Context: an optimization exercise on an open-source flow, tuned for small area and a short achievable clock period. The choices shown serve that exercise and are no tape-out recipe.
Function was checked by simulation only, so behaviour that the tests miss may differ from the original.
Power is estimated from default activity; no workload was simulated.

==> flow/design.v (excerpt) <==
module fpu #(
    parameter WIDTH = 24
)(
    input   logic clk,
    input   wire logic [WIDTH - 1:0] a,
    input   wire logic [WIDTH - 1:0] b,
    input   wire logic [3:0]         opcode,
    output  logic [WIDTH - 1:0] result
);
Settings: LEC_CHECK=0, CAP_MARGIN=20, CORE_MARGIN=2, CORE_UTILIZATION=40, CTS_BUF_LIST=sky130_fd_sc_hd__clkbuf_4 sky130_fd_sc_hd__clkbuf_8, SETUP_SLACK_MARGIN=5, SLEW_MARGIN=20, SYNTH_HIERARCHICAL=1, SYNTH_MINIMUM_KEEP_SIZE=0; clock period 8.5 ns.
standard.sh (not shown) runs the stock make flow with config.mk's settings and CLKGATE_MAP_FILE= SYNTH_SCRIPT=/design/flow/synth_recipe.tcl, a recipe that flattens the netlist after the stock synthesis.
==> flow/flow/run.sh <==
#!/bin/bash
# The standard layout, except that the input and output ports are
# buffered with sky130_fd_sc_hd__buf_2 cells (buffer_ports -buffer_cell)
# instead of the default delay-cell buffers. ORFS's own logs are kept
# under orfs/logs; make's output goes to standard.log.
set -euo pipefail
export BUFFER_PORTS_ARGS="-buffer_cell sky130_fd_sc_hd__buf_2"
bash standard.sh > standard.log 2>&1
The baseline produced a clean layout.
Edit:
CORE_UTILIZATION = 50   (was 40)
Result: Routed wire length falls by 1.6%; die area is lower by 20%; utilization goes up by 11 points; global-route usage climbs by 5.9 points; setup slack is worse by 0.024 ns; fmax goes down by 0.69%; cell area decreases by 0.80%; critical path depth does not change; non-clock buffer count grows by 4; via count is about the same; sequential power stays flat.
Edit:
CORE_UTILIZATION = 40   (was 50)
CTS_BUF_LIST = default   (was sky130_fd_sc_hd__clkbuf_4 sky130_fd_sc_hd__clkbuf_8)
Effect: Via count rises by about 1%; core utilization falls by 10 points; non-clock buffer count rises by 2.

* * *

== build 69 ==
Starting RTL as in the previous note.
Settings: LEC_CHECK=0, CAP_MARGIN=20, CORE_MARGIN=2, CORE_UTILIZATION=40, CTS_BUF_LIST=sky130_fd_sc_hd__clkbuf_4 sky130_fd_sc_hd__clkbuf_8, SETUP_SLACK_MARGIN=5, SLEW_MARGIN=20, SYNTH_HIERARCHICAL=1, SYNTH_MINIMUM_KEEP_SIZE=0, TNS_END_PERCENT=10; clock period 8.5 ns.
Scripts as last shown in full above: flow/flow/run.sh
Build 69: no failed stages, no open violations at the end
Input-level comparison between build 1 and build 69:
Settings: SLEW_MARGIN: 20 -> 5; TNS_END_PERCENT: 10 -> unset; CAP_MARGIN: 20 -> 5.
## What came out
In the reports for build 69 and build 1, the larger total routing resource utilization after global routing belongs to build 1.
Fraction of layout cells with a size suffix above 1 delta (build 69 -> build 1): insignificant
The startpoint of the most critical setup path comes out sh1[0] in one run and b1[5] in the other, namely in build 1 and build 69 respectively.
Against build 69, wire length of the first global-routing pass in build 1 came out worse.
In terms of register-to-register slack, build 1 and build 69 differ only marginally.
Build 1 finished all stages; the layout is clean.
Compared with build 69, in build 1 wire length reported by the detailed router grew by 2.4%, sequential share of layout area held steady, placed instance area held steady, final critical delay including setup and external delays grew by 0.0089 ns.
Modified inputs, build 95 compared to build 1
Settings: CTS_BUF_LIST removed (was sky130_fd_sc_hd__clkbuf_4 sky130_fd_sc_hd__clkbuf_8); CAP_MARGIN changed from 5 to 20; SLEW_MARGIN changed from 5 to 20.
==> flow/run.sh (new file) <==
#!/bin/bash
# synth_recipe.tcl (not shown) runs the flow's synth.tcl, then flattens the netlist and writes it again
# the make line also repeats each setting of config.mk as NAME=value (left out here)
make -C /OpenROAD-flow-scripts/flow DESIGN_CONFIG=/design/flow/config.mk WORK_HOME=/design/flow/orfs CLKGATE_MAP_FILE= SYNTH_SCRIPT=/design/flow/synth_recipe.tcl finish
removed: flow/flow/run.sh
removed: flow/standard.sh
--- outcome ---
- Summary — data-path buffer share of cell area in the final layout, build 95 relative to build 1: higher, by 0.88 points.
- Changes observed in build 95 relative to build 1: summed negative setup slack over all endpoints held steady, critical path depth in cells shrank by 4, via count shrank by 139, fraction of area in registers shrank by 0.30 points.
--- input diff build 95..build 55 ---
Settings: GPL_ROUTABILITY_DRIVEN: unset -> 0; CTS_BUF_LIST: unset -> sky130_fd_sc_hd__clkbuf_4 sky130_fd_sc_hd__clkbuf_8.
==> flow/flow/run.sh (new file) <==
#!/bin/bash
# The standard layout, except that the input and output ports are
# buffered with sky130_fd_sc_hd__buf_2 cells (buffer_ports -buffer_cell)
# instead of the default delay-cell buffers. ORFS's own logs are kept
# under orfs/logs; make's output goes to standard.log.
set -euo pipefail
export BUFFER_PORTS_ARGS="-buffer_cell sky130_fd_sc_hd__buf_2"
bash standard.sh > standard.log 2>&1
==> flow/standard.sh (new file) <==
#!/bin/bash
# synth_recipe.tcl (not shown) runs the flow's synth.tcl, then flattens the netlist and writes it again
# the make line also repeats each setting of config.mk as NAME=value (left out here)
make -C /OpenROAD-flow-scripts/flow DESIGN_CONFIG=/design/flow/config.mk WORK_HOME=/design/flow/orfs CLKGATE_MAP_FILE= SYNTH_SCRIPT=/design/flow/synth_recipe.tcl "${@:-finish}"
removed: flow/run.sh
### Flow results
Build 55 | stages: all done | timing, DRC, antenna: all pass
Measured against each other, build 95 and build 55 differ in clock latency of the later-clocked register in the worst-skew pair, the lower figure coming from build 95.
Going from build 95 to build 55, cell count after placement has remained practically unchanged; detailed-route DRC error count has remained practically unchanged; first-pass GRT wire length has decreased; setup slack has remained practically unchanged.
Summary: with build 95 as the reference, clock power in build 55 moved down by more than 10%.
Build 55 — proportion of power drawn by combinational gates 1.7 points higher, build 95 as reference
The internal power component of build 55 was superior to that of build 95.
Shortest clock period the worst path allows after layout delta (build 95 -> build 55): insignificant
Compared with build 95, build 55 ends up with a smaller final cell area.
### build 55 -> build 8
Settings: SETUP_SLACK_MARGIN now 4.7, was 5; GPL_ROUTABILITY_DRIVEN no longer set, was 0; CTS_BUF_LIST no longer set, was sky130_fd_sc_hd__clkbuf_4 sky130_fd_sc_hd__clkbuf_8.
==> flow/run.sh (new file) <==
#!/bin/bash
# synth_recipe.tcl (not shown) runs the flow's synth.tcl, then flattens the netlist and writes it again
# the make line also repeats each setting of config.mk as NAME=value (left out here)
make -C /OpenROAD-flow-scripts/flow DESIGN_CONFIG=/design/flow/config.mk WORK_HOME=/design/flow/orfs CLKGATE_MAP_FILE= SYNTH_SCRIPT=/design/flow/synth_recipe.tcl finish
removed: flow/flow/run.sh
removed: flow/standard.sh
Findings:
Routed length on met3: build 8 < build 55. Build 55 → build 8: number of non-clock buffers in the layout saw an increase; overall routing resource usage now larger; total number of cells along the worst setup path down 5. A timing endpoint of the critical path of d2[8] is what build 8 shows, while d2[11] belongs to build 55. Taking build 55 as the reference point, the clock share of power of build 8 rises by 3.0 points. As far as full die area goes, build 8 and build 55 are indistinguishable; the numbers are identical. Between build 55 and build 8, the final instance area figures differ only marginally.

## re-timing with driven ports
The flow's constraints put no driver on any port. The routed layouts listed below were extracted and timed again, unchanged, in two steps.
Step 1 assumes that a clkbuf_16 drives the clock port and a buf_2 every other input.
Step 2 adds t to the input delays and takes it off the output delays; t is the mean of the earliest and latest rising clock arrival at the registers after step 1. Input paths then give back, and output paths get back, about the clock's delay inside the block.
Three values: no drivers, after step 1, after step 2; two values: the first two.
run	shift t [ns]	setup slack, ns	hold WS [ns]
the first run of note 1	0.560	4.982 / 4.982 / 4.845	0.551 / 0.551 / 0.551
the second run of note 1	0.563	4.957 / 4.957 / 4.792	0.578 / 0.578 / 0.578
the third run of note 1	0.510	5.015 / 5.015 / 4.847	0.547 / 0.547 / 0.547
build 69	0.565	4.991 / 4.991 / 4.663	0.561 / 0.561 / 0.561
build 1	0.560	4.982 / 4.982 / 4.845	0.551 / 0.551 / 0.551
build 95	0.514	4.971 / 4.971 / 4.554	0.543 / 0.543 / 0.543
build 55	0.556	4.972 / 4.972 / 4.695	0.546 / 0.546 / 0.546
build 8	0.522	4.769 / 4.769 / 4.548	0.543 / 0.543 / 0.543
After both steps every run listed still meets setup and hold. For build 95, which loses most, drivers alone change the setup slack by 0.000 ns; drivers and shift together by -0.417 ns.
